Background: an optimization exercise with open tools, aiming at small area, a short achievable clock period and few clock cycles per item. Do not read the settings as production practice. No functional check of the RTL was part of any run shown here.

## flow/config.mk

```make
export PLATFORM = sky130hd
export DESIGN_NAME = bitcoin_hash
export DESIGN_NICKNAME = bitcoin_hash
export VERILOG_FILES = /design/flow/design.v
export SDC_FILE = /design/flow/constraint.sdc
export NUM_CORES = 4
export LEC_CHECK = 0
export ABC_AREA = 1
export CAP_MARGIN = 20
export CORE_MARGIN = 2
export CORE_UTILIZATION = 40
export SETUP_SLACK_MARGIN = 5
export SLEW_MARGIN = 20
```

## flow/design.v

```verilog
module bitcoin_hash(input logic clk, reset_n, start,
	input logic [15:0] message_addr, output_addr,
	output logic done, mem_we,
	output logic [15:0] mem_addr,
	output logic [31:0] mem_write_data,
	input logic [31:0] mem_read_data);
	function automatic logic [31:0] k(input logic [5:0] i);
		case (i)
			6'd0: k = 32'h428a2f98;
			6'd1: k = 32'h71374491;
			6'd2: k = 32'hb5c0fbcf;
			6'd3: k = 32'he9b5dba5;
			6'd4: k = 32'h3956c25b;
			6'd5: k = 32'h59f111f1;
			6'd6: k = 32'h923f82a4;
			6'd7: k = 32'hab1c5ed5;
			6'd8: k = 32'hd807aa98;
			6'd9: k = 32'h12835b01;
			6'd10: k = 32'h243185be;
			6'd11: k = 32'h550c7dc3;
			6'd12: k = 32'h72be5d74;
			6'd13: k = 32'h80deb1fe;
			6'd14: k = 32'h9bdc06a7;
			6'd15: k = 32'hc19bf174;
			6'd16: k = 32'he49b69c1;
			6'd17: k = 32'hefbe4786;
			6'd18: k = 32'h0fc19dc6;
			6'd19: k = 32'h240ca1cc;
			6'd20: k = 32'h2de92c6f;
			6'd21: k = 32'h4a7484aa;
			6'd22: k = 32'h5cb0a9dc;
			6'd23: k = 32'h76f988da;
			6'd24: k = 32'h983e5152;
			6'd25: k = 32'ha831c66d;
			6'd26: k = 32'hb00327c8;
			6'd27: k = 32'hbf597fc7;
			6'd28: k = 32'hc6e00bf3;
			6'd29: k = 32'hd5a79147;
			6'd30: k = 32'h06ca6351;
			6'd31: k = 32'h14292967;
			6'd32: k = 32'h27b70a85;
			6'd33: k = 32'h2e1b2138;
			6'd34: k = 32'h4d2c6dfc;
			6'd35: k = 32'h53380d13;
			6'd36: k = 32'h650a7354;
			6'd37: k = 32'h766a0abb;
			6'd38: k = 32'h81c2c92e;
			6'd39: k = 32'h92722c85;
			6'd40: k = 32'ha2bfe8a1;
			6'd41: k = 32'ha81a664b;
			6'd42: k = 32'hc24b8b70;
			6'd43: k = 32'hc76c51a3;
			6'd44: k = 32'hd192e819;
			6'd45: k = 32'hd6990624;
			6'd46: k = 32'hf40e3585;
			6'd47: k = 32'h106aa070;
			6'd48: k = 32'h19a4c116;
			6'd49: k = 32'h1e376c08;
			6'd50: k = 32'h2748774c;
			6'd51: k = 32'h34b0bcb5;
			6'd52: k = 32'h391c0cb3;
			6'd53: k = 32'h4ed8aa4a;
			6'd54: k = 32'h5b9cca4f;
			6'd55: k = 32'h682e6ff3;
			6'd56: k = 32'h748f82ee;
			6'd57: k = 32'h78a5636f;
			6'd58: k = 32'h84c87814;
			6'd59: k = 32'h8cc70208;
			6'd60: k = 32'h90befffa;
			6'd61: k = 32'ha4506ceb;
			6'd62: k = 32'hbef9a3f7;
			default: k = 32'hc67178f2;
		endcase
	endfunction
	function automatic logic [31:0] iv(input logic [2:0] i);
		case (i)
			3'd0: iv = 32'h6a09e667;
			3'd1: iv = 32'hbb67ae85;
			3'd2: iv = 32'h3c6ef372;
			3'd3: iv = 32'ha54ff53a;
			3'd4: iv = 32'h510e527f;
			3'd5: iv = 32'h9b05688c;
			3'd6: iv = 32'h1f83d9ab;
			default: iv = 32'h5be0cd19;
		endcase
	endfunction
	function automatic logic [63:0] csa(input logic [31:0] x, y, z);
		csa = {x ^ y ^ z, ((x & y) | (x & z) | (y & z)) << 1};
	endfunction
	function automatic logic [31:0] ror(input logic [31:0] x, input int r);
		ror = (x >> r) | (x << (32 - r));
	endfunction
	logic [31:0] A, B, C, E, F, G, T, P, Q, GK;
	logic [31:0] w [16];
	logic [31:0] wpart;
	logic [31:0] mid [8];
	logic [7:0] u;
	logic [5:0] kj;
	logic [4:0] n;
	logic b1, run;
	logic [31:0] s0, s1, ch, maj, a_comp, e_comp, t_comp;
	logic [31:0] es, ec, ts, tc, as, ac;
	always_comb begin
		s1 = ror(E, 6) ^ ror(E, 11) ^ ror(E, 25);
		ch = (E & F) ^ (~E & G);
		s0 = ror(A, 2) ^ ror(A, 13) ^ ror(A, 22);
		maj = (A & B) ^ (A & C) ^ (B & C);
		{es, ec} = csa(Q, ch, s1);
		e_comp = es + ec;
		{ts, tc} = csa(P, ch, s1);
		t_comp = ts + tc;
		{as, ac} = csa(T, maj, s0);
		a_comp = as + ac;
	end
	logic run_n, b1_n;
	logic [7:0] u_n;
	always_comb begin
		run_n = run;
		b1_n = b1;
		u_n = u + 8'd1;
		if (!run) begin
			if (start) begin
				run_n = 1;
				b1_n = 1;
				u_n = 8'd64;
			end
		end else if (b1) begin
			if (u == 8'd139) begin
				b1_n = 0;
				u_n = 8'd0;
			end
		end else begin
			if (u == 8'd130) u_n = 8'd0;
			if (u == 8'd0 && n == 5'd15) run_n = 0;
		end
	end
	logic st_mid, st_iv, ka_mid, ka_iv, pre_mid, pre_iv, fold_mid, fold_iv, kj_clr;
	logic park, mid_rot, mid_ld, mid_first;
	logic w_mem, w_form, w_ff, w_ac, w_g, w_nonce, w_pad, w_640, w_256;
	always_ff @(posedge clk, negedge reset_n) begin
		if (!reset_n) begin
			st_mid <= 0; st_iv <= 0; ka_mid <= 0; ka_iv <= 0; pre_mid <= 0; pre_iv <= 0;
			fold_mid <= 0; fold_iv <= 0; kj_clr <= 0;
			park <= 0; mid_rot <= 0; mid_ld <= 0; mid_first <= 0;
			w_mem <= 0; w_form <= 0; w_ff <= 0; w_ac <= 0; w_g <= 0;
			w_nonce <= 0; w_pad <= 0; w_640 <= 0; w_256 <= 0;
		end else begin
			st_mid <= run_n && !b1_n && u_n == 8'd0;
			st_iv <= run_n && u_n == 8'd66;
			ka_mid <= run_n && !b1_n && u_n == 8'd1;
			ka_iv <= run_n && u_n == 8'd67;
			pre_mid <= run_n && (b1_n ? u_n == 8'd139 : u_n == 8'd130);
			pre_iv <= run_n && u_n == 8'd65;
			kj_clr <= u_n == 8'd64 || (b1_n ? u_n == 8'd138 : u_n == 8'd129);
			fold_mid <= run_n && !b1_n && u_n == 8'd63;
			fold_iv <= run_n && u_n == 8'd129;
			park <= run_n && (b1_n ? u_n == 8'd131 : u_n == 8'd65);
			mid_rot <= run_n && !b1_n && u_n >= 8'd65 && u_n <= 8'd72;
			mid_ld <= run_n && b1_n && u_n >= 8'd131 && u_n <= 8'd138;
			mid_first <= run_n && b1_n && u_n == 8'd131;
			w_form <= run_n && ((u_n >= 8'd81 && u_n <= 8'd128) || (!b1_n && u_n >= 8'd15 && u_n <= 8'd62));
			w_mem <= run_n && (b1_n ? ((u_n >= 8'd65 && u_n <= 8'd80) || u_n == 8'd139)
			                        : (u_n == 8'd130 || u_n == 8'd0 || u_n == 8'd1));
			w_g <= run_n && (b1_n ? u_n == 8'd130 : u_n == 8'd64);
			w_ac <= run_n && !b1_n && u_n == 8'd65;
			w_ff <= run_n && !b1_n && u_n >= 8'd66 && u_n <= 8'd72;
			w_nonce <= run_n && !b1_n && u_n == 8'd2;
			w_pad <= run_n && !b1_n && (u_n == 8'd3 || u_n == 8'd73);
			w_640 <= run_n && !b1_n && u_n == 8'd14;
			w_256 <= run_n && !b1_n && u_n == 8'd80;
		end
	end
	logic [31:0] ff;
	always_comb ff = (b1 ? iv(3'(u - 8'd131)) : mid[0]) + w[8];
	logic [31:0] wf, wnew, ws, wc;
	always_comb begin
		wf = (ror(w[14], 17) ^ ror(w[14], 19) ^ (w[14] >> 10)) + wpart;
		{ws, wc} = csa(w[10], ror(w[2], 7) ^ ror(w[2], 18) ^ (w[2] >> 3), w[1]);
		wnew = ({32{w_form}} & wf) | ({32{w_mem}} & mem_read_data) | ({32{w_ff}} & ff)
		     | ({32{w_ac}} & a_comp) | ({32{w_g}} & G)
		     | ({32{w_nonce}} & {27'd0, n}) | (w_pad ? 32'h80000000 : 32'd0)
		     | (w_640 ? 32'd640 : 32'd0) | (w_256 ? 32'd256 : 32'd0);
	end
	logic [31:0] gk_h, fold, q_d, ps, pc, qs, qc;
	always_comb begin
		gk_h = pre_mid ? mid[7] : pre_iv ? iv(3'd7) : st_mid ? mid[6] : st_iv ? iv(3'd6) : F;
		fold = fold_mid ? mid[0] : fold_iv ? iv(3'd0) : 32'd0;
		q_d = st_mid ? mid[3] : st_iv ? iv(3'd3) : B;
		{ps, pc} = csa(GK, w[15], fold);
		{qs, qc} = csa(GK, w[15], q_d);
	end
	always_ff @(posedge clk) begin
		T <= t_comp;
		E <= st_mid ? mid[4] : st_iv ? iv(3'd4) : e_comp;
		F <= st_mid ? mid[5] : st_iv ? iv(3'd5) : E;
		G <= st_mid ? mid[6] : st_iv ? iv(3'd6) : F;
		A <= st_mid ? mid[1] : st_iv ? iv(3'd1) : ka_mid ? mid[0] : ka_iv ? iv(3'd0) : a_comp;
		B <= st_mid ? mid[2] : st_iv ? iv(3'd2) : A;
		C <= st_mid ? mid[3] : st_iv ? iv(3'd3) : B;
		mem_write_data <= a_comp;
		GK <= gk_h + k(kj);
		P <= ps + pc;
		Q <= qs + qc;
		wpart <= ws + wc;
		for (int i = 0; i < 15; i++) w[i] <= w[i+1];
		w[15] <= wnew;
		if (park) begin
			w[8] <= A; w[9] <= B; w[10] <= C;
			w[11] <= E; w[12] <= F; w[13] <= G;
		end
		if (mid_rot || mid_ld) begin
			for (int i = 0; i < 7; i++) mid[i] <= mid[i+1];
			mid[7] <= mid_ld ? (mid_first ? a_comp : ff) : mid[0];
		end
		if (kj_clr) kj <= 6'd0;
		else kj <= kj + 6'd1;
	end
	always_ff @(posedge clk, negedge reset_n) begin
		if (!reset_n) begin
			run <= 0;
			b1 <= 0;
			u <= 0;
			n <= 0;
			done <= 1;
			mem_we <= 0;
			mem_addr <= 0;
		end else begin
			run <= run_n;
			b1 <= b1_n;
			u <= u_n;
			mem_we <= 0;
			mem_addr <= mem_addr + 16'd1;
			if (!run) begin
				done <= !start;
				if (start) begin
					n <= 5'd31;
					mem_addr <= message_addr;
				end
			end else if (b1) begin
				if (u == 8'd137) mem_addr <= message_addr + 16'd16;
			end else begin
				if (u == 8'd128) mem_addr <= message_addr + 16'd16;
				if (u == 8'd0 && n != 5'd31) begin
					mem_we <= 1;
					mem_addr <= output_addr + {12'd0, n[3:0]};
				end
				if (u == 8'd1) n <= n + 5'd1;
			end
		end
	end
endmodule
```

## flow/constraint.sdc

```tcl
create_clock -name core_clock -period 9.0 [get_ports {clk}]
set_input_delay 1.8000 -clock core_clock [delete_from_list [all_inputs] [get_ports {clk}]]
set_output_delay 1.8000 -clock core_clock [all_outputs]
set_load 0.01 [all_outputs]
```

## flow/run.sh

```bash
#!/bin/bash
# synth_recipe.tcl (not shown) runs the flow's synth.tcl, then flattens the netlist and writes it again
# the make line also repeats each setting of config.mk as NAME=value (left out here)
make -C /OpenROAD-flow-scripts/flow DESIGN_CONFIG=/design/flow/config.mk WORK_HOME=/design/flow/orfs CLKGATE_MAP_FILE= SYNTH_SCRIPT=/design/flow/synth_recipe.tcl finish
```

==> flow_summary.toml, run 1 <==
[run_status]
outcome = "finished clean"

[drt]
firstDrtPassIters = 7
detail-route-antenna-nets = 0
drtIter0Drc = 8095
wl_um = 318600
routedWlPerCell_um = 30.06
drcViolationCount = 0
vias = 59650
viasPerCell = 5.627

[synthesis]
syn-num-nets = 8728
ys_seq_area_share_pct = 41.34
yosys_most_used_dff = "dfxtp_1"
synth.most_common_cell = "nand2_1"
synth_commonest_cells = "nand2_1, inv_1, dfxtp_1"
synthTopCellsByArea = "dfxtp_1, edfxtp_1, nand2_1"
synth.distinct_cells = 63
synth-async-reset-ratio_pct = 4.534
synth-edff-count = 256
netlist_area_um2 = 65610
synth_top_cell_by_area = "dfxtp_1"
syn_inst = 8157
yosys_warnings = 3
netlist.area_leader.share_pct = 27.52
ys_ff_latch = 1213
syn_area_per_cell_um2 = 8.044

[critical_path]
endpoint = "GK[31]"
cpPeakStageDelay_ns = 0.96
crit_family = "compound AO/OA/AOI/OAI gates"
regToRegSetupSlack_ns = 5.00
start_kind = "flip-flop"
startpoint = "st_mid"
required_ns = 9.68
rr_endpoint = "GK[31]"
path_buf_inv = 3
crit_path_cell_trace = "nor2_4, buf_12, inv_8, buf_8, o22ai_1, a21oi_1, ha_1, a21oi_1, nor2_1, a211oi_1, o21ai_0, a21oi_1, nand2_1, xor2_1"
endpoint_kind = "flip-flop"
cp.arrival_ns = 4.67
worstPathMaxFanout = 30
critPathMostFrequentCell = "a21oi_1"
r2r_cells = 14
regToRegStartpoint = "st_mid"
path_depth = 14
crit_slowest_cell = "a21oi_1"
worstSetupPathType = "flip-flop to flip-flop"

[clock_tree]
cts_root_buf = "clkbuf_16"
clock_latency_ns = 0.81
cts_hold_buf = 0
cts_tree = "done"
clk_pin_slew_worst_paths_ns = 0.07
cts_sinks = 1213
cts_inserted_buffers = 136
cts_buffer_depth = 3
htree_num_levels = 4

[timing]
tns_ns = 0
fin_crit_ns = 3.995
finalHoldViolations = 0
worstMarginPinSlew_ns = 1.262
final_max_slew_viol_count = 0
slew-limit-headroom_pct = 15.85
finalCritPeriodShare_pct = 44.39
fin_skew_ns = 0.03658
rsz0062_at_grt = "yes"
setup_violations = 0
max_freq_ghz = 0.2503

[die]
rows = 148
die_w_um = 409.0
die-height_um = 409.0
ioPinCount = 117
dieArea_um2 = 167300
start_util_pct = 40.31
core_um2 = 162800

[cells_and_area]
layout.nets = 8864
areaGrowthSynthToFinish_pct = 14.33
final_util_pct = 46.09
fillers = 16060
drive_gt1_share_pct = 7.325
multi_input_comb_area_um2 = 33230
seqCellArea_um2 = 27190

[global_routing]
grt-ovfl-total = 0
track_usage_pct = 37.07
antenna_found_initial = 35
grt_pass1_wl_um = 431700
grt_pass1_vias = 55580
grt_max_degree = 198

[place]
post-dp-hpwl_um = 261400
port_buffers = 116
place_congestion = 1.045

[job]
cap_violations = 0

[min_path]
min_path_type = "flip-flop to flip-flop"
hold_depth = 0
[state kept, by name, summed over array words and instances, names as in the netlist, 5 cells and up, named ones only]
signal	cells
w	480
mem_write_data	32
GK	32
C	32
u	8
Q	32
P	32
B	32
T	32
wpart	32
E	32
G	32
F	32
kj	6
A	32
n	5
mid	256
mem_addr	16
[cell type report]
cell class / instances / area share [%]
Timing Repair inverter: 1 / 0.01001
Antenna cell: 16 / 0.05337
Inverter: 1321 / 6.668
Clock buffer: 188 / 5.207
Sequential cell: 1213 / 36.24
Tap cell: 2175 / 3.628
Multi-Input combinational cell: 5404 / 44.29
Timing Repair Buffer: 216 / 2.777
Clock inverter: 66 / 1.119
[per-layer routing]
layer  routed length, µm  GRT usage [%]  share of wire [%]
met1              128600          49.37                 40
met2              130900          53.56                 41
met3               34980          9.356                 11
met4               23880          23.11                7.5
met5                 180              0              0.056
[per-stage QoR]
stage	worst slack (ns)	hold WS, ns	cells	instance area, µm²
after floorplan	5.429	0.3096	8157	65610
final	5.005	0.3132	10600	75020
after CTS	4.957	0.3139	10550	74270
after detailed placement	3.650	0.3121	10290	69090
after global placement	3.648	0.3103	10290	69080
after global routing	4.917	0.3205	10590	74980
[repair_timing]
action                     4_1_cts  5_1_grt
buffers inserted                10       30
resized for setup               93      126
pin swaps                        3       13
setup endpoints to repair      146      133
gates cloned                     0        2
[logic make-up (layout without fill, tap and decap cells)]
family | after synthesis | count (layout) | synth area share [%]
fa+ha+maj | 513 | 513 | 11.99
mux | 58 | 58 | 0.9954
xor+xnor | 437 | 437 | 5.833
buf+inv | 1540 | 1792 | 8.963
other cells | 0 | 16 | 0
flops | 1213 | 1213 | 41.34
compound gates | 1403 | 1403 | 12.00
simple gates | 2993 | 2993 | 18.88
[worst register-to-register path: stages, from the launching register on]
cell and delay (ns):
dfrtp_4 0.57, nor2_4 0.11, buf_12 0.14, inv_8 0.16, buf_8 0.32, o22ai_1 0.20, a21oi_1 0.96, ha_1 0.47
a21oi_1 0.24, nor2_1 0.08, a211oi_1 0.16, o21ai_0 0.11, a21oi_1 0.13, nand2_1 0.08, xor2_1 0.14
[cells in the final DEF (no fill, tap or decap), drive strengths merged, types with 196 or more instances in the layout]
master and count:
edfxtp 256, a21oi 551, inv 1321, fa 196, ha 308, xor2 255
nor2 668, nand3 399, nand2 1712, dfxtp 902, o21ai 507
[how the worst min path moves through the flow]
stage | startpoint | to | slack [ns]
4_1_cts | w[6][30] | w[5][30] | 0.31
3_3_place_gp | w[4][2] | w[3][2] | 0.31
2_1_floorplan | w[3][0] | w[2][0] | 0.31
6_report | w[7][28] | w[6][28] | 0.31
3_5_place_dp | w[5][19] | w[4][19] | 0.31
5_1_grt | w[4][19] | w[3][19] | 0.32
==> inputs of run 2 (changes only) <==
--- a/flow/config.mk
+++ b/flow/config.mk
@@ -12,2 +12,3 @@
 export SETUP_SLACK_MARGIN = 5
 export SLEW_MARGIN = 20
+export TNS_END_PERCENT = 10
==> run 2 against run 1 <==
- critical path depth increased by 2
- die area did not move
- non-clock buffer count is 1 higher
- critical endpoint is now Q[29]
- area after synthesis unchanged
- setup slack worse by 0.15 ns
- register-to-register slack got worse by 0.15 ns
- hold slack hardly changed
- first-iteration DRC count rose by 5.4%
- clock skew shrank 0.0073 ns
- via count down 0.31%
==> flow_summary.toml, run 2 <==
[timing]
timing.hold.ws_ns = 0.3133
fin_crit_ns = 4.147
max_freq_ghz = 0.2411
setup_violations = 0
fin_skew_ns = 0.02930
tns_ns = 0
setup_ws_ns = 4.853
slew-limit-headroom_pct = 13.96
final_max_slew_viol_count = 0
finalCritPeriodShare_pct = 46.08
worstMarginPinSlew_ns = 1.286
finalHoldViolations = 0
rsz0062_at_grt = "yes"

[critical_path]
worstSetupPathType = "flip-flop to flip-flop"
crit_slowest_cell = "dfrtp_4"
cpPeakStageDelay_ns = 0.59
endpoint_kind = "flip-flop"
cp.arrival_ns = 4.83
worstPathMaxFanout = 24
crit_family = "adder cells"
critPathMostFrequentCell = "nand2_1"
path_buf_inv = 3
start_kind = "flip-flop"
required_ns = 9.68
crit_path_cell_trace = "nor2_4, clkinv_4, o22ai_1, fa_1, inv_1, ha_1, inv_1, fa_1, o21ai_1, a21oi_2, o21ai_2, nand2_1, nand2_1, nand3_1, nand3_1, nand2_1"

[drt]
detail-route-antenna-nets = 0
vias = 59470
firstDrtPassIters = 6
routedWlPerCell_um = 29.96
wl_um = 317700
drcViolationCount = 0
viasPerCell = 5.609
drtIter0Drc = 8529

[global_routing]
grt_pass1_wl_um = 431600
grt_pass1_vias = 55660
antenna_found_initial = 37
track_usage_pct = 37.07
grt-ovfl-total = 0
grt_max_degree = 198

[synthesis]
synth-async-reset-ratio_pct = 4.534
netlist_area_um2 = 65610
ys_ff_latch = 1213
synth_commonest_cells = "nand2_1, inv_1, dfxtp_1"
ys_seq_area_share_pct = 41.34
synth-edff-count = 256
synth.most_common_cell = "nand2_1"
syn-num-nets = 8728
yosys_warnings = 3
synth_top_cell_by_area = "dfxtp_1"
syn_area_per_cell_um2 = 8.044
synth.distinct_cells = 63
syn_inst = 8157
synthTopCellsByArea = "dfxtp_1, edfxtp_1, nand2_1"
yosys_most_used_dff = "dfxtp_1"
netlist.area_leader.share_pct = 27.52

[cells_and_area]
layout_commonest_cell = "nand2_1"
areaGrowthSynthToFinish_pct = 14.05
reg_top3 = "w (480), mid (256)"
drive_gt1_share_pct = 7.027
fillers = 16080
seqCellArea_um2 = 27180
multi_input_comb_area_um2 = 33090
top_register = "w"
layout.nets = 8865
stdcell_area_um2 = 74830
largest_register_ffs = 480
layout_common_cells = "nand2_1, inv_1, dfxtp_1"

[clock_tree]
cts_root_buf = "clkbuf_16"
cts_tree = "done"
clock_latency_ns = 0.80
clk_pin_slew_worst_paths_ns = 0.07
cts_hold_buf = 0
cts_inserted_buffers = 136
cts_buffer_depth = 3
htree_num_levels = 4
cts_sinks = 1213

[die]
dieArea_um2 = 167300
rows = 148
start_util_pct = 40.31
core_um2 = 162800
ioPinCount = 117
die_w_um = 409.0
die-height_um = 409.0

[place]
post-dp-hpwl_um = 261400
port_buffers = 116
preCtsSetupSlack_ns = 3.650
dpl_cell_area_um2 = 69090
place_congestion = 1.045

[job]
cap_violations = 0

[min_path]
min_path_type = "flip-flop to flip-flop"

[run_status]
outcome = "finished clean"
run 2: cell types whose count changed in the layout (fill, tap and decap cells not counted), moves of 3 or more:
cell	change
dfxtp_1	+9
dfxtp_2	-9
o22ai_1	+7
o21ai_0	+6
o22ai_2	-6
o21ai_2	-5
buf_4	+4
a21oi_2	+3
nand2_2	+3
run 2: repair_timing:
item                       CTS  global route
setup endpoints to repair  146           150
buffers inserted            10            31
cloned                       0             1
pin swaps                    2             8
gates resized for setup     62           111
run 2: kinds of logic (layout without fill, tap and decap cells):
family / after synthesis / count (layout) / share of synthesized area (%)
adder cells (fa/ha/maj): 513 / 513 / 11.99
flip-flops: 1213 / 1213 / 41.34
buffers and inverters: 1540 / 1793 / 8.963
XOR/XNOR: 437 / 437 / 5.833
AND/OR/NAND/NOR: 2993 / 2993 / 18.88
multiplexers: 58 / 58 / 0.9954
AO/OA/AOI/OAI: 1403 / 1403 / 12.00
other: 0 / 17 / 0
run 2: layout make-up:
type	count	share of cell area, %
tap	2175	3.637
multi-input combinational	5404	44.22
inverter	1321	6.675
timing repair inverter	1	0.01003
clock buffer	188	5.220
timing repair buffer	217	2.740
antenna	17	0.05685
sequential	1213	36.32
clock inverter	66	1.122
run 2: final timing paths:
path,from,endpoint,slack (ns),cells after the start
max in group asynchronous,reset_n,fold_mid,6.98,2
worst min register to register,w[7][28],w[6][28],0.31,0
worst min-delay path,w[7][28],w[6][28],0.31,0
min in group asynchronous,reset_n,mem_addr[2],0.92,1
worst max register to register,st_mid,Q[29],4.85,16
worst max-delay path,st_mid,Q[29],4.85,16
run 2: through the flow:
stage          std cells  utilization (%)
6_report           10600            45.97
5_1_grt            10590            45.95
4_1_cts            10550            45.57
3_5_place_dp       10290            42.45
3_3_place_gp       10290            42.44
2_1_floorplan       8157                -
run 2: routing by layer:
metal	share of wire, %	vias to the layer above	track usage [%]	wire length, µm
li1	-	26550	-	-
met1	41	28610	49.54	128700
met2	41	3551	53.49	130700
met3	11	727	9.029	34620
met4	7.4	28	23.34	23470
met5	0.055	-	0	174
==> inputs of run 3 (changes only) <==
--- a/flow/design.v
+++ b/flow/design.v
@@ -91,7 +91,6 @@
 		ror = (x >> r) | (x << (32 - r));
 	endfunction
-	logic [31:0] A, B, C, E, F, G, T, P, Q, GK;
+	logic [31:0] A, B, C, E, F, G, T, P;
 	logic [31:0] w [16];
-	logic [31:0] wpart;
 	logic [31:0] mid [8];
 	logic [7:0] u;
@@ -99,18 +98,4 @@
 	logic [4:0] n;
 	logic b1, run;
-	logic [31:0] s0, s1, ch, maj, a_comp, e_comp, t_comp;
-	logic [31:0] es, ec, ts, tc, as, ac;
-	always_comb begin
-		s1 = ror(E, 6) ^ ror(E, 11) ^ ror(E, 25);
-		ch = (E & F) ^ (~E & G);
-		s0 = ror(A, 2) ^ ror(A, 13) ^ ror(A, 22);
-		maj = (A & B) ^ (A & C) ^ (B & C);
-		{es, ec} = csa(Q, ch, s1);
-		e_comp = es + ec;
-		{ts, tc} = csa(P, ch, s1);
-		t_comp = ts + tc;
-		{as, ac} = csa(T, maj, s0);
-		a_comp = as + ac;
-	end
 	logic run_n, b1_n;
 	logic [7:0] u_n;
@@ -135,10 +120,10 @@
 		end
 	end
-	logic st_mid, st_iv, ka_mid, ka_iv, pre_mid, pre_iv, fold_mid, fold_iv, kj_clr;
+	logic st_mid, st_iv, ka_mid, ka_iv, fold_mid, fold_iv, kj_clr;
 	logic park, mid_rot, mid_ld, mid_first;
 	logic w_mem, w_form, w_ff, w_ac, w_g, w_nonce, w_pad, w_640, w_256;
 	always_ff @(posedge clk, negedge reset_n) begin
 		if (!reset_n) begin
-			st_mid <= 0; st_iv <= 0; ka_mid <= 0; ka_iv <= 0; pre_mid <= 0; pre_iv <= 0;
+			st_mid <= 0; st_iv <= 0; ka_mid <= 0; ka_iv <= 0;
 			fold_mid <= 0; fold_iv <= 0; kj_clr <= 0;
 			park <= 0; mid_rot <= 0; mid_ld <= 0; mid_first <= 0;
@@ -150,9 +135,7 @@
 			ka_mid <= run_n && !b1_n && u_n == 8'd1;
 			ka_iv <= run_n && u_n == 8'd67;
-			pre_mid <= run_n && (b1_n ? u_n == 8'd139 : u_n == 8'd130);
-			pre_iv <= run_n && u_n == 8'd65;
-			kj_clr <= u_n == 8'd64 || (b1_n ? u_n == 8'd138 : u_n == 8'd129);
-			fold_mid <= run_n && !b1_n && u_n == 8'd63;
-			fold_iv <= run_n && u_n == 8'd129;
+			kj_clr <= u_n == 8'd65 || (b1_n ? u_n == 8'd139 : u_n == 8'd130);
+			fold_mid <= run_n && !b1_n && u_n == 8'd64;
+			fold_iv <= run_n && u_n == 8'd130;
 			park <= run_n && (b1_n ? u_n == 8'd131 : u_n == 8'd65);
 			mid_rot <= run_n && !b1_n && u_n >= 8'd65 && u_n <= 8'd72;
@@ -171,10 +154,29 @@
 		end
 	end
+	logic [31:0] s0, s1, ch, maj, fold, a_comp, e_comp, t_comp;
+	logic [31:0] e1s, e1c, e2s, e2c, t1s, t1c, t2s, t2c, as, ac;
+	always_comb begin
+		s1 = ror(E, 6) ^ ror(E, 11) ^ ror(E, 25);
+		ch = (E & F) ^ (~E & G);
+		s0 = ror(A, 2) ^ ror(A, 13) ^ ror(A, 22);
+		maj = (A & B) ^ (A & C) ^ (B & C);
+		fold = fold_mid ? mid[0] : fold_iv ? iv(3'd0) : 32'd0;
+		{e1s, e1c} = csa(P, ch, C);
+		{e2s, e2c} = csa(e1s, e1c, s1);
+		e_comp = e2s + e2c;
+		{t1s, t1c} = csa(P, ch, fold);
+		{t2s, t2c} = csa(t1s, t1c, s1);
+		t_comp = t2s + t2c;
+		{as, ac} = csa(T, maj, s0);
+		a_comp = as + ac;
+	end
 	logic [31:0] ff;
 	always_comb ff = (b1 ? iv(3'(u - 8'd131)) : mid[0]) + w[8];
-	logic [31:0] wf, wnew, ws, wc;
-	always_comb begin
-		wf = (ror(w[14], 17) ^ ror(w[14], 19) ^ (w[14] >> 10)) + wpart;
-		{ws, wc} = csa(w[10], ror(w[2], 7) ^ ror(w[2], 18) ^ (w[2] >> 3), w[1]);
+	logic [31:0] wf, wnew, y1s, y1c, y2s, y2c;
+	always_comb begin
+		{y1s, y1c} = csa(ror(w[14], 17) ^ ror(w[14], 19) ^ (w[14] >> 10), w[9],
+		                 ror(w[1], 7) ^ ror(w[1], 18) ^ (w[1] >> 3));
+		{y2s, y2c} = csa(y1s, y1c, w[0]);
+		wf = y2s + y2c;
 		wnew = ({32{w_form}} & wf) | ({32{w_mem}} & mem_read_data) | ({32{w_ff}} & ff)
 		     | ({32{w_ac}} & a_comp) | ({32{w_g}} & G)
@@ -182,25 +184,19 @@
 		     | (w_640 ? 32'd640 : 32'd0) | (w_256 ? 32'd256 : 32'd0);
 	end
-	logic [31:0] gk_h, fold, q_d, ps, pc, qs, qc;
-	always_comb begin
-		gk_h = pre_mid ? mid[7] : pre_iv ? iv(3'd7) : st_mid ? mid[6] : st_iv ? iv(3'd6) : F;
-		fold = fold_mid ? mid[0] : fold_iv ? iv(3'd0) : 32'd0;
-		q_d = st_mid ? mid[3] : st_iv ? iv(3'd3) : B;
-		{ps, pc} = csa(GK, w[15], fold);
-		{qs, qc} = csa(GK, w[15], q_d);
-	end
+	logic [31:0] p_h, ps, pc;
+	always_comb begin
+		p_h = st_mid ? mid[7] : st_iv ? iv(3'd7) : G;
+		{ps, pc} = csa(p_h, k(kj), w[15]);
+	end
+	assign mem_write_data = A;
 	always_ff @(posedge clk) begin
 		T <= t_comp;
+		P <= ps + pc;
 		E <= st_mid ? mid[4] : st_iv ? iv(3'd4) : e_comp;
 		F <= st_mid ? mid[5] : st_iv ? iv(3'd5) : E;
 		G <= st_mid ? mid[6] : st_iv ? iv(3'd6) : F;
-		A <= st_mid ? mid[1] : st_iv ? iv(3'd1) : ka_mid ? mid[0] : ka_iv ? iv(3'd0) : a_comp;
-		B <= st_mid ? mid[2] : st_iv ? iv(3'd2) : A;
+		A <= ka_mid ? mid[0] : ka_iv ? iv(3'd0) : a_comp;
+		B <= st_mid ? mid[2] : st_iv ? iv(3'd2) : ka_mid ? mid[1] : ka_iv ? iv(3'd1) : A;
 		C <= st_mid ? mid[3] : st_iv ? iv(3'd3) : B;
-		mem_write_data <= a_comp;
-		GK <= gk_h + k(kj);
-		P <= ps + pc;
-		Q <= qs + qc;
-		wpart <= ws + wc;
 		for (int i = 0; i < 15; i++) w[i] <= w[i+1];
 		w[15] <= wnew;
--- a/flow/config.mk
+++ b/flow/config.mk
@@ -12,3 +12,2 @@
 export SETUP_SLACK_MARGIN = 5
 export SLEW_MARGIN = 20
-export TNS_END_PERCENT = 10
==> run 3 against run 2 <==
- sequential share of layout area increased by 0.38 points
- setup slack gained 0.094 ns
- non-clock buffer count grew 40
- clock skew grew 0.012 ns
- critical path type unchanged
- critical endpoint is now mid[7][29]
- largest cell class unchanged
==> flow_summary.toml, run 3 <==
[run_status]
outcome = "finished clean"

[synthesis]
syn_inst = 6910
netlist.area_leader.share_pct = 27.46
synthTopCellsByArea = "dfxtp_1, edfxtp_1, fa_1"
syn-num-nets = 7444
synth.most_common_cell = "nand2_1"
yosys_most_used_dff = "dfxtp_1"
syn_area_per_cell_um2 = 8.504
synth_commonest_cells = "nand2_1, inv_1, dfxtp_1"
synth.distinct_cells = 71
synth_top_cell_by_area = "dfxtp_1"
yosys_warnings = 3
ys_seq_area_share_pct = 42.80
synth-async-reset-ratio_pct = 4.753
netlist_area_um2 = 58760
synth-edff-count = 256
ys_ff_latch = 1115

[cells_and_area]
drive_gt1_share_pct = 12.45
reg_top3 = "w (512), mid (256)"
layout.nets = 7605
final_util_pct = 47.38
fillers = 14230
layout_common_cells = "nand2_1, inv_1, dfxtp_1"
largest_register_ffs = 512
areaGrowthSynthToFinish_pct = 17.51
layout_commonest_cell = "nand2_1"
top_register = "w"

[drt]
drtIter0Drc = 6660
routedWlPerCell_um = 31.70
detail-route-antenna-nets = 0
drcViolationCount = 0
wl_um = 288500
viasPerCell = 5.675
vias = 51640
firstDrtPassIters = 7

[timing]
slew-limit-headroom_pct = 23.16
tns_ns = 0
max_freq_ghz = 0.2467
rsz0062_at_grt = "yes"
finalHoldViolations = 0
fin_crit_ns = 4.053
worstMarginPinSlew_ns = 1.149
fin_skew_ns = 0.04152
finalCritPeriodShare_pct = 45.03
setup_violations = 0
final_max_slew_viol_count = 0
timing.hold.ws_ns = 0.3176

[clock_tree]
clock_latency_ns = 0.78
htree_num_levels = 3
clk_pin_slew_worst_paths_ns = 0.07
cts_root_buf = "clkbuf_16"
cts_hold_buf = 0
cts_buffer_depth = 3
cts_tree = "done"
cts_sinks = 1115
cts_inserted_buffers = 116

[global_routing]
antenna_found_initial = 24
grt_max_degree = 85
track_usage_pct = 37.40
grt_pass1_vias = 48850
grt_pass1_wl_um = 390200
grt-ovfl-total = 0

[critical_path]
r2r_cells = 23
required_ns = 9.48
path_buf_inv = 4
critPathMostFrequentCell = "nand2_1"
endpoint_kind = "flip-flop"
path_depth = 23
cp.arrival_ns = 4.54
cpPeakStageDelay_ns = 0.47
crit_family = "simple AND/OR/NAND/NOR gates"
worstPathMaxFanout = 7
worstSetupPathType = "flip-flop to flip-flop"
crit_path_cell_trace = "ha_4, nand2_2, inv_2, nor2_4, clkinv_4, buf_4, a21oi_4, nor2_2, nor3_4, buf_4, a22oi_1, ha_4, nand2_1, nor2_2, nand2_1, nor3_1, nand2_1, nand2_1, nand2_1, nand2_1, nand2_1, nand3_1, nand2_1"
start_kind = "flip-flop"
regToRegSetupSlack_ns = 4.95
crit_slowest_cell = "dfrtp_2"

[die]
dieArea_um2 = 150000
ioPinCount = 117
die_w_um = 387.3
rows = 140
die-height_um = 387.3
start_util_pct = 40.32
core_um2 = 145700

[min_path]
hold_depth = 0
min_path_type = "flip-flop to flip-flop"

[place]
port_buffers = 116
place_congestion = 1.091
post-dp-hpwl_um = 233300

[job]
cap_violations = 0
## run 3: cell count changes after synthesis, moves of 32 or more
cell,before,now
nand2_1,1702,1251
inv_1,1291,1052
nor2_1,643,544
dfxtp_1,902,806
ha_1,308,215
a21oi_1,551,467
nand3_1,393,335
fa_1,196,252
xnor2_1,182,138
o21ai_0,469,437
## run 3: cells by family (layout without fill, tap and decap cells)
logic type               Yosys count  after routing  synth area share (%)
AO/OA/AOI/OAI                   1229           1229                 11.76
XOR/XNOR                         368            368                 5.485
adder cells (fa/ha/maj)          497            497                 13.67
buffers and inverters           1292           1555                 8.351
flip-flops                      1115           1115                 42.80
multiplexers                      60             60                 1.148
other                              0             10                     0
AND/OR/NAND/NOR                 2349           2349                 16.78
## run 3: final timing paths
check                          from          end
setup / recovery               u[1]   mid[7][29]
hold / removal             w[6][15]     w[5][15]
setup reg to reg               u[1]   mid[7][29]
hold reg to reg            w[6][15]     w[5][15]
max in group asynchronous   reset_n     fold_mid
min in group asynchronous   reset_n  mem_addr[9]
## run 3: per-layer routing
layer | global-route usage (%) | vias to the layer above | wire length (µm)
li1 | - | 22720 | -
met4 | 20.03 | 14 | 18910
met5 | 0 | - | 84
met2 | 54.66 | 3089 | 120100
met1 | 51.12 | 25240 | 117800
met3 | 8.772 | 578 | 31620
## run 3: per-stage QoR
step	setup slack (ns)	cell area, µm²	instances
after floorplan	5.360	58760	6910
final	4.947	69050	9100
after CTS	4.911	67390	9036
after global routing	4.777	69030	9091
after detailed placement	3.564	61920	8783
after global placement	3.377	61910	8782
## run 3: area by class of cell
type,count,area [µm²],area share (%)
Inverter,1078,4091,5.925
Tap cell,1917,2399,3.474
Multi-Input combinational cell,4503,30590,44.30
Sequential cell,1115,25340,36.70
Timing Repair Buffer,257,2497,3.617
Antenna cell,10,25.02,0.03624
Clock inverter,61,797.0,1.154
Clock buffer,159,3309,4.793
## run 3: repair_timing
item                       in CTS  in global routing
pin swaps                      27                 57
hold endpoints to repair        0                  0
gates resized for setup       278                301
setup endpoints to repair     150                 98
setup buffers                  31                 51
gates cloned                    2                  3
==> inputs of run 4 (changes only) <==
--- a/flow/config.mk
+++ b/flow/config.mk
@@ -12,2 +12,3 @@
 export SETUP_SLACK_MARGIN = 5
 export SLEW_MARGIN = 20
+export TNS_END_PERCENT = 10
==> run 4 against run 3 <==
- largest cell class unchanged
- clock skew decreased by 0.0013 ns
- utilization shrank 0.55 points
- still clean
- highest routed layer unchanged
==> flow_summary.toml, run 4 <==
[run_status]
outcome = "finished clean"

[synthesis]
yosys_warnings = 3
synth-async-reset-ratio_pct = 4.753
synth-edff-count = 256
ys_seq_area_share_pct = 42.80
synth_top_cell_by_area = "dfxtp_1"
syn_inst = 6910
syn_area_per_cell_um2 = 8.504
synth.most_common_cell = "nand2_1"
netlist_area_um2 = 58760
yosys_most_used_dff = "dfxtp_1"
ys_ff_latch = 1115
synthTopCellsByArea = "dfxtp_1, edfxtp_1, fa_1"
syn-num-nets = 7444
netlist.area_leader.share_pct = 27.46
synth.distinct_cells = 71
synth_commonest_cells = "nand2_1, inv_1, dfxtp_1"

[clock_tree]
cts_sinks = 1115
cts_buffer_depth = 3
cts_inserted_buffers = 116
cts_hold_buf = 0
cts_root_buf = "clkbuf_16"
clk_pin_slew_worst_paths_ns = 0.07
cts_tree = "done"
htree_num_levels = 3
clock_latency_ns = 0.78

[global_routing]
grt_pass1_vias = 48760
grt_pass1_wl_um = 390000
antenna_found_initial = 20
grt_max_degree = 85
grt-ovfl-total = 0
track_usage_pct = 37.37

[drt]
viasPerCell = 5.672
wl_um = 287000
detail-route-antenna-nets = 0
vias = 51490
drtIter0Drc = 6828
routedWlPerCell_um = 31.61
drcViolationCount = 0
firstDrtPassIters = 6

[cells_and_area]
layout_common_cells = "nand2_1, inv_1, dfxtp_1"
top_register = "w"
layout_commonest_cell = "nand2_1"
areaGrowthSynthToFinish_pct = 16.14
largest_register_ffs = 512
layout.nets = 7580
reg_top3 = "w (512), mid (256)"
drive_gt1_share_pct = 10.74

[timing]
max_freq_ghz = 0.2416
worstMarginPinSlew_ns = 1.180
fin_crit_ns = 4.139
fin_skew_ns = 0.04024
final_max_slew_viol_count = 0
slew-limit-headroom_pct = 21.09
finalHoldViolations = 0
tns_ns = 0
finalCritPeriodShare_pct = 45.99
timing.hold.ws_ns = 0.3150
setup_violations = 0
rsz0062_at_grt = "yes"

[die]
core_um2 = 145700
ioPinCount = 117
rows = 140
die-height_um = 387.3
die_w_um = 387.3
dieArea_um2 = 150000
start_util_pct = 40.32

[job]
cap_violations = 0

[place]
post-dp-hpwl_um = 233300
port_buffers = 116
place_congestion = 1.091

[critical_path]
start_kind = "flip-flop"
worstSetupPathType = "flip-flop to flip-flop"
crit_path_cell_trace = "buf_4, maj3_1, fa_1, ha_1, nand2_1, o21ai_0, inv_1, nand3_1, nand2_1, nand2_1, nand2_1, nand3_1, nand3_1, inv_1, nand3_1"
crit_slowest_cell = "fa_1"
crit_family = "adder cells"
worstPathMaxFanout = 5
required_ns = 9.65
cpPeakStageDelay_ns = 0.51
path_buf_inv = 3
cp.arrival_ns = 4.79
endpoint_kind = "flip-flop"

[min_path]
min_path_type = "flip-flop to flip-flop"
-- run 4: cell counts after synthesis --
Identical to the previous run, type by type.
-- run 4: layer usage --
layer	track usage (%)	up-vias	share of wire [%]
met5	0	-	0.047
met4	19.33	20	6.2
met3	8.810	554	11
met2	54.88	2912	42
met1	51.09	25320	41
li1	-	22680	-
-- run 4: worst paths after layout --
path	start	endpoint	slack, ns	cells after the start
setup / recovery	A[12]	w[15][17]	4.86	15
hold / removal	w[6][15]	w[5][15]	0.32	0
setup reg to reg	A[12]	w[15][17]	4.86	15
hold reg to reg	w[6][15]	w[5][15]	0.32	0
max in group asynchronous	reset_n	st_mid	7.21	2
min in group asynchronous	reset_n	mem_addr[9]	1.18	2
-- run 4: layout make-up --
| type | count | area (µm²) |
|---|---|---|
| diodes | 13 | 32.53 |
| clock buffers | 159 | 3309 |
| clock inverters | 61 | 797.0 |
| fillers | 14280 | 77500 |
| inverters | 1078 | 4080 |
| multi-input cells | 4503 | 30110 |
| flip-flops and latches | 1115 | 25310 |
| well taps | 1917 | 2399 |
| repair buffers | 232 | 2210 |
-- run 4: timing repair --
item | in CTS | in global routing
setup buffers | 27 | 33
pin swaps | 18 | 38
gates cloned | 2 | 0
setup endpoints to repair | 150 | 109
hold endpoints to repair | 0 | 0
gates resized for setup | 221 | 221
-- run 4: cells by family (layout without fill, tap and decap cells) --
family	count (synthesis)	count (layout)	synth area share, %
xor+xnor	368	368	5.485
fa+ha+maj	497	497	13.67
simple gates	2349	2349	16.78
buf+inv	1292	1530	8.351
compound gates	1229	1229	11.76
flops	1115	1115	42.80
other cells	0	13	0
mux	60	60	1.148
-- run 4: through the flow --
step / cell area [µm²] / setup WS, ns / utilization, % / std cells
2_1_floorplan: 58760 / 5.360 / - / 6910
3_3_place_gp: 61910 / 3.377 / 42.48 / 8782
3_5_place_dp: 61920 / 3.564 / 42.49 / 8783
4_1_cts: 67160 / 4.821 / 46.08 / 9032
5_1_grt: 68210 / 4.846 / 46.81 / 9066
6_report: 68240 / 4.861 / 46.83 / 9078
==> inputs of run 5 (changes only) <==
--- a/flow/config.mk
+++ b/flow/config.mk
@@ -6,5 +6,4 @@
 export NUM_CORES = 4
 export LEC_CHECK = 0
-export ABC_AREA = 1
 export CAP_MARGIN = 20
 export CORE_MARGIN = 2
==> run 5 against run 4 <==
- first-iteration DRC count fell by 28%
- synthesized cell count fell by 21%
- critical path depth fell by 2
- wire length fell by 20%
- die area fell by 3.5%
- global-route usage fell by 6.9 points
- sequential share of layout area rose by 0.64 points
- via count fell by 13%
==> flow_summary.toml, run 5 <==
[synthesis]
syn_area_per_cell_um2 = 10.33
ys_seq_area_share_pct = 44.35
netlist_area_um2 = 56710
synth-edff-count = 256
synth_top_cell_by_area = "dfxtp_1"
syn_inst = 5492
yosys_warnings = 3
synthTopCellsByArea = "dfxtp_1, edfxtp_1, fa_1"
synth-async-reset-ratio_pct = 4.753
synth_commonest_cells = "dfxtp_1, inv_1, nand2_1"
yosys_most_used_dff = "dfxtp_1"
ys_ff_latch = 1115
syn-num-nets = 6026
synth.most_common_cell = "dfxtp_1"
synth.distinct_cells = 89
netlist.area_leader.share_pct = 28.45

[cells_and_area]
drive_gt1_share_pct = 18.42
layout_common_cells = "dfxtp_1, inv_1, nand2_1"
layout_commonest_cell = "dfxtp_1"
top_register = "w"
areaGrowthSynthToFinish_pct = 18.90
largest_register_ffs = 512
layout.nets = 6178
final_util_pct = 47.80
reg_top3 = "w (512), mid (256)"

[min_path]
holdCritStartpoint = "w[7][19]"
hold_depth = 0
min_path_type = "flip-flop to flip-flop"
hold_path_end = "w[6][19]"

[drt]
detail-route-antenna-nets = 0
vias = 44930
firstDrtPassIters = 10
drtIter0Drc = 4913
wl_um = 229500
drcViolationCount = 0
viasPerCell = 5.881
routedWlPerCell_um = 30.04

[clock_tree]
cts_tree = "done"
cts_inserted_buffers = 115
cts_sinks = 1115
cts_root_buf = "clkbuf_16"
clock_latency_ns = 0.75
clk_pin_slew_worst_paths_ns = 0.06
cts_hold_buf = 0
htree_num_levels = 3
cts_buffer_depth = 3

[place]
place_congestion = 1.022
port_buffers = 116
post-dp-hpwl_um = 170500

[die]
dieArea_um2 = 144800
start_util_pct = 40.20
core_um2 = 141100
die_w_um = 380.5
rows = 138
ioPinCount = 117
die-height_um = 380.5

[timing]
max_freq_ghz = 0.2296
slew-limit-headroom_pct = 32.72
setup_violations = 0
finalHoldViolations = 0
finalCritPeriodShare_pct = 48.39
worstMarginPinSlew_ns = 1.002
fin_skew_ns = 0.03566
rsz0062_at_grt = "yes"
fin_crit_ns = 4.355
final_max_slew_viol_count = 0
tns_ns = 0

[critical_path]
start_kind = "flip-flop"
worstSetupPathType = "flip-flop to flip-flop"
cp.arrival_ns = 4.85
regToRegSetupSlack_ns = 4.64
endpoint_kind = "flip-flop"
worstPathMaxFanout = 11
r2r_cells = 13
required_ns = 9.49
rr_endpoint = "mid[7][30]"
regToRegStartpoint = "u[1]"

[global_routing]
grt_pass1_wl_um = 316900
track_usage_pct = 30.43
grt-ovfl-total = 0
grt_max_degree = 72
grt_pass1_vias = 42620
antenna_found_initial = 21

[job]
cap_violations = 0

[run_status]
outcome = "finished clean"
[run 5: cell families after synthesis]
| logic type | share of synthesized area, % |
|---|---|
| AOI/OAI and AO/OA | 15.17 |
| muxes | 4.931 |
| and+or+nand+nor | 9.211 |
| xor gates and xnor gates | 6.935 |
| adders and majority gates | 14.19 |
| buffers and inverters | 5.220 |
| DFF | 44.35 |
[run 5: worst max-delay path, cell delays in order, from the launching register on]
cell and delay [ns]:
dfrtp_2 0.48, inv_1 0.21, ha_4 0.29, a21oi_1 0.51, ha_1 0.38, nor2b_2 0.18, o31a_1 0.34, o31ai_4 0.31
a211oi_4 0.15, nor3_4 0.25, nor3_2 0.09, or4_4 0.45, and2_4 0.17, a221o_1 0.30
[run 5: per-stage QoR]
step,std cells,instance area (µm²),worst slack [ns],hold slack (ns)
5_1_grt,7634,67410,4.521,0.3237
6_report,7639,67430,4.645,0.3167
4_1_cts,7578,65940,4.569,0.3249
2_1_floorplan,5492,56710,4.585,0.3096
3_3_place_gp,7259,59600,3.158,0.3096
3_5_place_dp,7259,59600,3.055,0.3121
[run 5: layer usage]
metal  vias up  GRT usage [%]  share of wire, %
li1      19460              -                 -
met1     22380          38.40                39
met2      2415          46.93                44
met3       643          6.755               9.8
met4        24          19.86               7.7
met5         -              0             0.074
[run 5: area by class of cell]
| type | count | area [µm²] |
|---|---|---|
| Multi-Input combinational cell | 3596 | 30600 |
| Fill cell | 13010 | 73640 |
| Clock inverter | 54 | 634.4 |
| Antenna cell | 5 | 12.51 |
| Timing Repair Buffer | 337 | 3162 |
| Inverter | 479 | 1809 |
| Sequential cell | 1115 | 25440 |
| Tap cell | 1890 | 2365 |
| Clock buffer | 163 | 3407 |
[run 5: worst max-delay path by stage]
stage,from,end,slack (ns)
after floorplan,E[1],E[31],4.58
after global placement,u[0],mid[7][28],3.16
after detailed placement,u[0],mid[7][28],3.05
after CTS,E[15],E[30],4.57
after global routing,E[19],E[30],4.52
final,u[1],mid[7][30],4.64
[run 5: timing repair]
item / in CTS / in global routing
pin swaps: 122 / 88
buffers inserted: 99 / 51
resized for setup: 398 / 209
cloned: 3 / 5
endpoints found under the setup margin: 172 / 126
==> inputs of run 6 (changes only) <==
--- a/flow/config.mk
+++ b/flow/config.mk
@@ -6,7 +6,9 @@
 export NUM_CORES = 4
 export LEC_CHECK = 0
+export ABC_AREA = 1
 export CAP_MARGIN = 20
 export CORE_MARGIN = 2
-export CORE_UTILIZATION = 40
+export CORE_UTILIZATION = 50
+export PLACE_DENSITY = 0.8
 export SETUP_SLACK_MARGIN = 5
 export SLEW_MARGIN = 20
==> run 6 against run 5 <==
- highest routed layer unchanged
- critical path type unchanged
- largest cell class unchanged
- final area shrank 0.36%
- setup slack gained 0.11 ns
- critical path depth is the same
- first-iteration DRC count increased by 61%
==> flow_summary.toml, run 6 <==
[run_status]
outcome = "finished clean"

[job]
cap_violations = 0

[drt]
drcViolationCount = 0
routedWlPerCell_um = 31.97
wl_um = 276300
vias = 52560
firstDrtPassIters = 6
detail-route-antenna-nets = 0
drtIter0Drc = 7934
viasPerCell = 6.082

[synthesis]
netlist.area_leader.share_pct = 27.46
syn-num-nets = 7444
synthMuxAreaShare_pct = 1.148
ys_seq_area_share_pct = 42.80
synth-edff-count = 256
syn_inst = 6910
netlist_area_um2 = 58760
synthSimpleGateAreaFrac_pct = 16.78
syn_area_per_cell_um2 = 8.504
ys_ff_latch = 1115
yosys_most_used_dff = "dfxtp_1"
synth_top_cell_by_area = "dfxtp_1"
synthTopCellsByArea = "dfxtp_1, edfxtp_1, fa_1"
synth.most_common_cell = "nand2_1"
synth_xor_area_share_pct = 5.485
synth_top_family_by_area = "simple AND/OR/NAND/NOR gates"
yosys_warnings = 3
synth.distinct_cells = 71
synth_compound_area_share_pct = 11.76
synth_commonest_cells = "nand2_1, inv_1, dfxtp_1"
synth-async-reset-ratio_pct = 4.753
synth_adder_area_share_pct = 13.67

[cells_and_area]
largest_register_ffs = 512
stdcell_area_um2 = 67190
layout_common_cells = "nand2_1, inv_1, dfxtp_1"
drive_gt1_share_pct = 9.961
areaGrowthSynthToFinish_pct = 14.34
reg_top3 = "w (512), mid (256)"
top_register = "w"
stdcell_count = 8642
layout_commonest_cell = "nand2_1"
layout.nets = 7533

[timing]
finalCritPeriodShare_pct = 47.14
rsz0062_at_grt = "yes"
slew-limit-headroom_pct = 20.66
final_max_slew_viol_count = 0
finalHoldViolations = 0
setup_violations = 0
timing.hold.ws_ns = 0.3174
tns_ns = 0
setup_ws_ns = 4.757
fin_skew_ns = 0.05849
worstMarginPinSlew_ns = 1.190
fin_crit_ns = 4.243
max_freq_ghz = 0.2357

[min_path]
min_path_type = "flip-flop to flip-flop"

[place]
place_congestion = 1.135
preCtsSetupSlack_ns = 3.817
place_inst = 8372
post-dp-hpwl_um = 220600
port_buffers = 116
dpl_cell_area_um2 = 61310

[clock_tree]
htree_num_levels = 3
cts_hold_buf = 0
clock_latency_ns = 0.79
cts_tree = "done"
cts_buffer_depth = 3
cts_inserted_buffers = 112
cts_root_buf = "clkbuf_16"
clk_pin_slew_worst_paths_ns = 0.07
cts_sinks = 1115

[global_routing]
track_usage_pct = 45.06
grt_pass1_vias = 49510
grt_pass1_wl_um = 377600
grt_max_degree = 201
grt-ovfl-total = 0
antenna_found_initial = 23

[die]
die_w_um = 346.8
dieArea_um2 = 120300
die-height_um = 346.8
core_um2 = 116400
ioPinCount = 117
start_util_pct = 50.50
rows = 125

[critical_path]
endpoint_kind = "flip-flop"
cp.arrival_ns = 4.80
worstPathMaxFanout = 7
required_ns = 9.56
regToRegSetupSlack_ns = 4.76
worstSetupPathType = "flip-flop to flip-flop"
start_kind = "flip-flop"
==> run 6: changes by cell type after synthesis, sizes merged, moves of 184 or more <==
cell / before / now
inv: 474 / 1076
nor2: 322 / 559
o21ai: 267 / 455
xnor2: 322 / 138
nand3: 91 / 339
nand2: 328 / 1269
==> run 6: worst paths after layout <==
| path | startpoint | endpoint | cells past startpoint |
|---|---|---|---|
| setup / recovery | A[14] | mid[7][7] | 13 |
| hold / removal | w[6][2] | w[5][2] | 0 |
| setup reg to reg | A[14] | mid[7][7] | 13 |
| hold reg to reg | w[6][2] | w[5][2] | 0 |
| max in group asynchronous | reset_n | fold_mid | 2 |
| min in group asynchronous | reset_n | mem_we | 2 |
==> run 6: metal layers <==
metal / routed length [µm] / GRT usage (%) / vias up / part of all wire [%]
met5: 127 / 0 / - / 0.046
met4: 22400 / 29.90 / 18 / 8.1
met3: 37720 / 16.00 / 793 / 14
met2: 112700 / 63.73 / 3880 / 41
met1: 103300 / 57.92 / 25280 / 37
li1: - / - / 22580 / -
==> run 6: per-stage QoR <==
| stage | util [%] |
|---|---|
| after floorplan | - |
| after global placement | 52.68 |
| after detailed placement | 52.69 |
| after CTS | 56.82 |
| after global routing | 57.70 |
| final | 57.74 |
==> run 6: cells by family after synthesis <==
family          count (synthesis)
fa+ha+maj                     497
mux                            60
flops                        1115
buf+inv                      1292
simple gates                 2349
compound gates               1229
xor+xnor                      368
==> run 6: worst max-delay path, stage by stage (launching register included) <==
cell and delay, ns:
dfxtp_4 0.48, xnor2_1 0.17, xor2_1 0.19, inv_1 0.09, fa_1 0.46, ha_2 0.27, fa_1 0.50, nand3_1 0.10
nand2_1 0.15, nand2_1 0.10, nand2_1 0.11, xor2_1 0.93, o21ai_0 0.16, o22ai_1 0.29
==> run 6: timing repair <==
action,4_1_cts,5_1_grt
setup buffers,21,15
gates resized for setup,182,240
endpoints found under the hold margin,0,0
endpoints found under the setup margin,162,114
pin swaps,12,31
gates cloned,1,0
==> run 6: final cells by class <==
class,count,area (µm²)
Antenna cell,20,50.05
Clock buffer,154,3173
Clock inverter,59,798.3
Fill cell,10410,49180
Inverter,1078,4056
Multi-Input combinational cell,4503,30000
Sequential cell,1115,25340
Tap cell,1524,1907
Timing Repair Buffer,189,1861
==> inputs of run 7 (changes only) <==
==> flow/flow/run.sh (new file) <==
#!/bin/bash
# The standard layout, with the timing repair free to change a cell's
# footprint when it resizes it (the platform default keeps the footprint).
set -euo pipefail
bash standard.sh synth > synth.log 2>&1
bash standard.sh MATCH_CELL_FOOTPRINT=0 finish > layout.log 2>&1
==> flow/standard.sh (new file) <==
#!/bin/bash
# synth_recipe.tcl (not shown) runs the flow's synth.tcl, then flattens the netlist and writes it again
# the make line also repeats each setting of config.mk as NAME=value (left out here)
make -C /OpenROAD-flow-scripts/flow DESIGN_CONFIG=/design/flow/config.mk WORK_HOME=/design/flow/orfs CLKGATE_MAP_FILE= SYNTH_SCRIPT=/design/flow/synth_recipe.tcl "${@:-finish}"
--- a/flow/config.mk
+++ b/flow/config.mk
@@ -9,6 +9,5 @@
 export CAP_MARGIN = 20
 export CORE_MARGIN = 2
-export CORE_UTILIZATION = 50
-export PLACE_DENSITY = 0.8
+export CORE_UTILIZATION = 40
 export SETUP_SLACK_MARGIN = 5
 export SLEW_MARGIN = 20
removed: flow/run.sh
==> run 7 against run 6 <==
- area after synthesis is the same
- hold slack worse by 0.0036 ns
- global-route usage down 7.7 points
- sequential cell count unchanged
- clock-buffer cell count rose by 5
- wire length rose by 3.7%
- setup slack better by 0.14 ns
- first-iteration DRC count is 14% lower
- maximum frequency increased by 3.5%
- largest cell class unchanged
==> flow_summary.toml, run 7 <==
[synthesis]
synthSimpleGateAreaFrac_pct = 16.78
syn_area_per_cell_um2 = 8.504
synth_commonest_cells = "nand2_1, inv_1, dfxtp_1"
synth_xor_area_share_pct = 5.485
synthTopCellsByArea = "dfxtp_1, edfxtp_1, fa_1"
netlist.area_leader.share_pct = 27.46
syn-num-nets = 7444
synthMuxAreaShare_pct = 1.148
yosys_warnings = 3
synth-async-reset-ratio_pct = 4.753
ys_ff_latch = 1115
netlist_area_um2 = 58760
synth.most_common_cell = "nand2_1"
synth_top_cell_by_area = "dfxtp_1"
syn_inst = 6910
synth.distinct_cells = 71
synth_adder_area_share_pct = 13.67
synth_compound_area_share_pct = 11.76
ys_seq_area_share_pct = 42.80
synth_top_family_by_area = "simple AND/OR/NAND/NOR gates"
synth-edff-count = 256
yosys_most_used_dff = "dfxtp_1"

[cells_and_area]
layout_common_cells = "nand2_1, inv_1, dfxtp_1"
reg_top3 = "w (512), mid (256)"
layout.nets = 7585
largest_register_ffs = 512
areaGrowthSynthToFinish_pct = 15.96
stdcell_count = 9073
drive_gt1_share_pct = 10.72
top_register = "w"
layout_commonest_cell = "nand2_1"

[die]
die_w_um = 387.3
ioPinCount = 117
dieArea_um2 = 150000
rows = 140
start_util_pct = 40.32
core_um2 = 145700
die-height_um = 387.3

[drt]
firstDrtPassIters = 6
drcViolationCount = 0
drtIter0Drc = 6842
detail-route-antenna-nets = 0
vias = 51410
routedWlPerCell_um = 31.59
wl_um = 286600
viasPerCell = 5.666

[critical_path]
regToRegSetupSlack_ns = 4.90
r2r_cells = 13
endpoint_kind = "flip-flop"
start_kind = "flip-flop"
worstSetupPathType = "flip-flop to flip-flop"
worstPathMaxFanout = 6
rr_endpoint = "mid[7][8]"
regToRegStartpoint = "A[7]"
required_ns = 9.60
cp.arrival_ns = 4.70

[min_path]
hold_depth = 0
min_path_type = "flip-flop to flip-flop"
holdCritStartpoint = "w[6][15]"
hold_path_end = "w[5][15]"

[clock_tree]
cts_root_buf = "clkbuf_16"
cts_inserted_buffers = 116
htree_num_levels = 3
clock_latency_ns = 0.78
cts_tree = "done"
cts_sinks = 1115
cts_hold_buf = 0
clk_pin_slew_worst_paths_ns = 0.07
cts_buffer_depth = 3

[job]
cap_violations = 0

[timing]
fin_skew_ns = 0.04022
slew-limit-headroom_pct = 19.12
tns_ns = 0
finalHoldViolations = 0
max_freq_ghz = 0.2439
rsz0062_at_grt = "yes"
fin_crit_ns = 4.100
final_max_slew_viol_count = 0
setup_violations = 0
finalCritPeriodShare_pct = 45.55
worstMarginPinSlew_ns = 1.209

[place]
place_congestion = 1.091
post-dp-hpwl_um = 233300
place_inst = 8783
port_buffers = 116

[global_routing]
grt_pass1_vias = 48830
grt-ovfl-total = 0
grt_max_degree = 85
antenna_found_initial = 19
track_usage_pct = 37.34
grt_pass1_wl_um = 389600

[run_status]
outcome = "finished clean"
run 7: cell count changes in the layout (fill, tap and decap cells not counted), moves of 6 or more:
| cell | before | now |
|---|---|---|
| buf_4 | 61 | 107 |
| dfxtp_4 | 29 | 19 |
| clkbuf_16 | 114 | 121 |
| o21ai_2 | 22 | 15 |
| a21oi_2 | 14 | 26 |
| xnor2_2 | 18 | 12 |
| dfxtp_1 | 721 | 733 |
| diode_2 | 20 | 3 |
| nand2_1 | 1236 | 1229 |
| a21oi_1 | 452 | 441 |
| nor2_2 | 24 | 17 |
run 7: through the flow:
| step | setup WS (ns) | utilization, % | hold WS (ns) | instance area [µm²] |
|---|---|---|---|---|
| 2_1_floorplan | 5.360 | - | 0.3096 | 58760 |
| 3_3_place_gp | 3.377 | 42.48 | 0.3098 | 61910 |
| 3_5_place_dp | 3.564 | 42.49 | 0.3121 | 61920 |
| 4_1_cts | 4.821 | 46.08 | 0.3187 | 67160 |
| 5_1_grt | 4.847 | 46.75 | 0.3209 | 68140 |
| 6_report | 4.900 | 46.75 | 0.3139 | 68140 |
run 7: metal layers:
layer	GRT usage (%)	part of all wire [%]
met1	50.89	41
met2	54.53	42
met3	9.092	11
met4	19.96	6.4
met5	0	0.048
run 7: cells by family (layout without fill, tap and decap cells):
kind of cell,count (synthesis),in the layout
muxes,60,60
and+or+nand+nor,2349,2349
xor gates and xnor gates,368,368
buffers and inverters,1292,1535
AOI/OAI and AO/OA,1229,1229
other,0,3
adders and majority gates,497,497
DFF,1115,1115
run 7: how the worst max path moves through the flow:
stage | startpoint | endpoint | depth (start not counted)
after floorplan | u[0] | mid[7][22] | 25
after global placement | fold_mid | T[23] | 16
after detailed placement | u[0] | mid[7][18] | 19
after CTS | w[14][3] | w[15][24] | 17
after global routing | mid[0][25] | T[30] | 12
final | A[7] | mid[7][8] | 13
run 7: critical path, stage by stage, from the launching register on:
cell and delay [ns]:
dfxtp_1 0.34, buf_4 0.36, xnor2_1 0.18, xor2_1 0.16, inv_1 0.07, fa_1 0.48
ha_1 0.38, a21oi_1 0.30, o21ai_0 0.18, inv_1 0.08, nand2_1 0.12, xor2_1 0.86
o21ai_0 0.20, o22ai_1 0.19
run 7: final cells by class:
class / count / area, µm²
fillers: 14290 / 77600
multi-input cells: 4503 / 30030
flip-flops and latches: 1115 / 25300
inverters: 1078 / 4095
clock buffers: 159 / 3309
well taps: 1917 / 2399
repair buffers: 237 / 2206
clock inverters: 61 / 797.0
diodes: 3 / 7.507
run 7: what timing repair did:
item                                    in CTS  in global routing
pin swaps                                   19                 35
gates resized for setup                    226                208
setup buffers                               31                 34
endpoints found under the setup margin     150                110
cloned                                       2                  0
hold endpoints to repair                     0                  0

[re-timing with driven ports]
No port has a modelled driver above. Below, the same layouts with a new extraction and two added sets of constraints.
Step 1 assumes that a clkbuf_16 drives the clock port and a buf_2 every other input.
Step 2, shift: input delay + t, output delay - t, t = (earliest + latest rising clock arrival at the registers) / 2. This alone moves slack from input paths to output paths.
a / b / c = ideal / step 1 / step 2; a / b = the first two.
| run | shift t [ns] | setup WS [ns] | latest minus earliest clock arrival (ns) | slew at the worst register clock pin (ns) | pins driven straight from the clock port |
|---|---|---|---|---|---|
| run 1 | 0.885 | 5.005 / 5.005 / 4.563 | 0.039 / 0.039 | 0.07 / 0.07 | 1 |
| run 2 | 0.885 | 4.853 / 4.853 / 4.577 | 0.034 / 0.034 | 0.07 / 0.07 | 1 |
| run 3 | 0.841 | 4.947 / 4.939 / 4.410 | 0.044 / 0.044 | 0.08 / 0.08 | 1 |
| run 4 | 0.845 | 4.861 / 4.861 / 4.389 | 0.045 / 0.045 | 0.08 / 0.08 | 1 |
| run 5 | 0.803 | 4.645 / 4.645 / 4.105 | 0.036 / 0.037 | 0.07 / 0.07 | 1 |
| run 6 | 0.843 | 4.757 / 4.757 / 4.396 | 0.065 / 0.064 | 0.07 / 0.07 | 1 |
| run 7 | 0.845 | 4.900 / 4.900 / 4.397 | 0.042 / 0.042 | 0.08 / 0.08 | 1 |
After both steps every run listed still meets setup and hold. For run 5, which loses most, drivers alone change the setup slack by 0.000 ns; drivers and shift together by -0.540 ns.
